Context: an optimization exercise on an open-source flow, tuned for small area. The choices shown serve that exercise and are no tape-out recipe. In this exercise RTL edits were held to simulation tests only and were not proved equivalent to the original. The clock port is modelled as an ideal driver; clocking choices that lean on that would not hold on a real chip.

// color_find
module color_find #(
    parameter DISPLAY_W = 640,
    parameter DISPLAY_H = 480
) (
    input clk,
    input reset,
    input [9:0] x_pixel,
    input [9:0] y_pixel,
    input [3:0] R,
    input [3:0] G,
    input [3:0] B,
    output logic [1:0] USER
);
    localparam N = 22;
    wire is_red, is_blue;
    color_cls u_cls (
        .r3(R[3]), .r2(R[2]), .r1(R[1]), .r0(R[0]),
        .g3(G[3]), .g2(G[2]), .g1(G[1]), .g0(G[0]),
        .b3(B[3]), .b2(B[2]), .b1(B[1]), .b0(B[0]),
        .red(is_red), .blue(is_blue)
    );
    wire [9:0] x = x_pixel, y = y_pixel;
    wire z0, z1, z2, lo_n, pt_n, y5_8_n, x79_n, y5_8_z, y4_7_n;
    wire latch_pt, clear_pt, upper;
    g_nor4  u_z0 (.A(x[0]), .B(x[1]), .C(x[2]), .D(x[3]), .Y(z0));
    g_nor4  u_z1 (.A(x[4]), .B(x[5]), .C(x[6]), .D(y[0]), .Y(z1));
    g_nor4  u_z2 (.A(y[1]), .B(y[2]), .C(y[3]), .D(y[4]), .Y(z2));
    g_nor2  u_lo (.A(x[8]), .B(y[9]), .Y(lo_n));
    g_nand4 u_pt (.A(z0), .B(z1), .C(z2), .D(lo_n), .Y(pt_n));
    g_nand4 u_y5 (.A(y[8]), .B(y[7]), .C(y[6]), .D(y[5]), .Y(y5_8_n));
    g_nand2 u_x7 (.A(x[9]), .B(x[7]), .Y(x79_n));
    g_nor3  u_lt (.A(pt_n), .B(y5_8_n), .C(x79_n), .Y(latch_pt));
    g_nor4  u_yz (.A(y[8]), .B(y[7]), .C(y[6]), .D(y[5]), .Y(y5_8_z));
    g_nor4b u_cl (.A(pt_n), .B(x[9]), .C(x[7]), .D_N(y5_8_z), .Y(clear_pt));
    g_nand4 u_y4 (.A(y[7]), .B(y[6]), .C(y[5]), .D(y[4]), .Y(y4_7_n));
    g_nor3b u_up (.A(y[9]), .B(y[8]), .C_N(y4_7_n), .Y(upper));
    reg zero;
    wire zero_d;
    g_a21o u_zd (.A1(zero), .A2(latch_pt), .B1(clear_pt), .X(zero_d));
    always_ff @(posedge clk, posedge reset) begin
        if (reset) zero <= 1'b1;
        else zero <= zero_d;
    end
    wire en_b, en_r;
    g_nor2b u_eb (.A(latch_pt), .B_N(is_blue), .Y(en_b));
    g_nor2b u_er (.A(latch_pt), .B_N(is_red), .Y(en_r));
    reg  [N-2:0] cnt_b, cnt_r;   
    reg          par_b, par_r;   
    wire [N-2:0] nx_b, nx_r;
    wire         npar_b, npar_r;
    gcnt_next u_nb (.c(cnt_b), .par(par_b), .en(en_b), .dn(upper), .zero(zero),
                    .d(nx_b), .npar(npar_b));
    gcnt_next u_nr (.c(cnt_r), .par(par_r), .en(en_r), .dn(upper), .zero(zero),
                    .d(nx_r), .npar(npar_r));
    always_ff @(posedge clk) begin
        cnt_b <= nx_b;
        cnt_r <= nx_r;
        par_b <= npar_b;
        par_r <= npar_r;
    end
    wire user_en;
  ...
==> flow/config.mk <==
export PLATFORM = sky130hd
export DESIGN_NAME = color_find
export DESIGN_NICKNAME = color_find
export VERILOG_FILES = /design/flow/design.v
export SDC_FILE = /design/flow/constraint.sdc
export NUM_CORES = 4
export LEC_CHECK = 0
export ABC_AREA = 1
export CAP_MARGIN = 20
export CORE_MARGIN = 2
export CORE_UTILIZATION = 85
export SLEW_MARGIN = 20
export SYNTH_HIERARCHICAL = 1
export SYNTH_MINIMUM_KEEP_SIZE = 0
# no full-adder extraction: ABC maps all logic
export ADDER_MAP_FILE =
# small buffers on the ports (the standard flow picks clkdlybuf4s50_1)
export BUFFER_PORTS_ARGS = -buffer_cell sky130_fd_sc_hd__buf_1
# smaller clock tree, no dummy loads
export CTS_ARGS = -sink_clustering_enable -repair_clock_nets -dont_use_dummy_load -buf_list sky130_fd_sc_hd__clkbuf_4 -root_buf sky130_fd_sc_hd__clkbuf_4
export PRE_CTS_TCL = /design/flow/flow/pre_cts.tcl
==> flow/constraint.sdc <==
create_clock -name core_clock -period 160.0 [get_ports {clk}]
set_input_delay 32.0000 -clock core_clock [delete_from_list [all_inputs] [get_ports {clk}]]
set_output_delay 32.0000 -clock core_clock [all_outputs]
set_load 0.01 [all_outputs]
standard.sh (not shown) runs the stock make flow with config.mk's settings and CLKGATE_MAP_FILE= SYNTH_SCRIPT=/design/flow/synth_recipe.tcl, a recipe that flattens the netlist after the stock synthesis.
==> flow/flow/run.sh <==
#!/bin/bash
# Standard ORFS layout with two changes:
#  - synthesis maps with flow/abc_area.script (area-oriented ABC mapping, no
#    ABC buffering/upsizing); everything else in synthesis is the standard flow's own
#    standard synthesis (synth_recipe.tcl), so registers are unchanged;
#  - no full-adder extraction, buf_1 port buffers and a smaller clock
#    tree (flow/extra.mk).
set -euo pipefail
rm -rf scripts_mod
cp -r "$FLOW_HOME/scripts" scripts_mod
cp flow/abc_area.script scripts_mod/abc_area.script
cat flow/extra.mk >> config.mk
if [[ -f flow/pre_cts.tcl ]]; then echo "export PRE_CTS_TCL = $PWD/flow/pre_cts.tcl" >> config.mk; fi
export SCRIPTS_DIR="$PWD/scripts_mod"
bash standard.sh > standard.log 2>&1
==> flow/flow/extra.mk <==
# no full-adder extraction: ABC maps all logic
export ADDER_MAP_FILE =
# small buffers on the ports (the standard flow picks clkdlybuf4s50_1)
export BUFFER_PORTS_ARGS = -buffer_cell sky130_fd_sc_hd__buf_1
# smaller clock tree, no dummy loads
export CTS_ARGS = -sink_clustering_enable -repair_clock_nets -dont_use_dummy_load -buf_list sky130_fd_sc_hd__clkbuf_4 -root_buf sky130_fd_sc_hd__clkbuf_4
==> flow/flow/pre_cts.tcl <==
# Clock buffers placed by hand: the flip-flops are split by x into
# 4 groups of equal size; each group gets one sky130_fd_sc_hd__clkbuf_4 at its middle,
# driven by the clock port.
set ffs {}
foreach inst [[ord::get_db_block] getInsts] {
  if { [[$inst getMaster] isSequential] } {
    set loc [$inst getLocation]
    lappend ffs [list [lindex $loc 0] [lindex $loc 1] $inst]
  }
}
set ffs [lsort -integer -index 0 $ffs]
set n [llength $ffs]
set k 4
set dbu [[ord::get_db_tech] getDbUnitsPerMicron]
for { set g 0 } { $g < $k } { incr g } {
  set lo [expr { $g * $n / $k }]
  set hi [expr { ($g + 1) * $n / $k }]
  set xs 0; set ys 0; set pins {}
  for { set i $lo } { $i < $hi } { incr i } {
    set e [lindex $ffs $i]
    set xs [expr { $xs + [lindex $e 0] }]
    set ys [expr { $ys + [lindex $e 1] }]
    set inst [lindex $e 2]
    foreach it [$inst getITerms] {
      if { [[$it getMTerm] getSigType] == "CLOCK" || [[$it getMTerm] getName] == "CLK" } {
        lappend pins [get_pins [$inst getName]/[[$it getMTerm] getName]]
      }
    }
  }
  set m [expr { $hi - $lo }]
  set x [expr { $xs / $m / double($dbu) }]
  set y [expr { $ys / $m / double($dbu) }]
  puts "pre_cts: group $g: $m flip-flops, [llength $pins] clock pins, buffer at $x $y"
  insert_buffer -buffer_cell sky130_fd_sc_hd__clkbuf_4 -net clk -load_pins $pins -buffer_name clkbuf_g$g -location [list $x $y]
}
Other scripts of this flow, unchanged in this note and not shown: flow/flow/abc_area.script
The baseline never finished: it broke off in global placement without I/O (3_1_place_gp_skip_io), error GPL-0301.
==> next run, changes <==
==> flow/flow/extra.mk (replaced) <==
# no full-adder extraction: ABC maps all logic
export ADDER_MAP_FILE =
# small buffers on the ports (the standard flow picks clkdlybuf4s50_1)
export BUFFER_PORTS_ARGS = -buffer_cell sky130_fd_sc_hd__buf_1
# smaller clock tree, no dummy loads
export CTS_ARGS = -sink_clustering_enable -repair_clock_nets -dont_use_dummy_load -buf_list sky130_fd_sc_hd__clkbuf_8 -root_buf sky130_fd_sc_hd__clkbuf_8
--- a/flow/flow/pre_cts.tcl
+++ b/flow/flow/pre_cts.tcl
@@ -1,4 +1,4 @@
 # Clock buffers placed by hand: the flip-flops are split by x into
-# 4 groups of equal size; each group gets one sky130_fd_sc_hd__clkbuf_4 at its middle,
+# 3 groups of equal size; each group gets one sky130_fd_sc_hd__clkbuf_8 at its middle,
 # driven by the clock port.
 set ffs {}
@@ -11,5 +11,5 @@
 set ffs [lsort -integer -index 0 $ffs]
 set n [llength $ffs]
-set k 4
+set k 3
 set dbu [[ord::get_db_tech] getDbUnitsPerMicron]
 for { set g 0 } { $g < $k } { incr g } {
@@ -32,4 +32,4 @@
   set y [expr { $ys / $m / double($dbu) }]
   puts "pre_cts: group $g: $m flip-flops, [llength $pins] clock pins, buffer at $x $y"
-  insert_buffer -buffer_cell sky130_fd_sc_hd__clkbuf_4 -net clk -load_pins $pins -buffer_name clkbuf_g$g -location [list $x $y]
+  insert_buffer -buffer_cell sky130_fd_sc_hd__clkbuf_8 -net clk -load_pins $pins -buffer_name clkbuf_g$g -location [list $x $y]
 }
- CORE_UTILIZATION: 85 -> 70
- CTS_ARGS: -sink_clustering_enable -repair_clock_nets -dont_use_dummy_load -buf_list sky130_fd_sc_hd__clkbuf_4 -root_buf sky130_fd_sc_hd__clkbuf_4 -> -sink_clustering_enable -repair_clock_nets -dont_use_dummy_load -buf_list sky130_fd_sc_hd__clkbuf_8 -root_buf sky130_fd_sc_hd__clkbuf_8
This time the run finished with timing, DRC and antenna clean.
Synthesized cell count is unchanged.
Synthesized area does not change.

## what the ideal ports hide
The results above use ideal ports. As a check the final layout listed here was re-extracted and re-timed, cells and wires unchanged.
Step 1, drivers: a clkbuf_16 drives clk and a buf_2 each remaining input, both assumed.
Step 2 also shifts input and output timing later by t, the mid clock arrival at the registers, as if the neighbouring blocks saw the same clock.
Three values: ideal, step 1, step 2; two values: the first two.
run: the second run
t, ns: 0.193
setup WS [ns]: 121.217 / 121.237 / 121.044
hold WS [ns]: 0.536 / 0.536 / 0.536
latest minus earliest clock arrival (ns): 0.002 / 0.002
slew at the worst register clock pin (ns): 0.09 / 0.09
After both steps the second run still meets setup and hold. The setup slack of the second run moves by +0.020 ns with the drivers and by -0.173 ns with both steps.
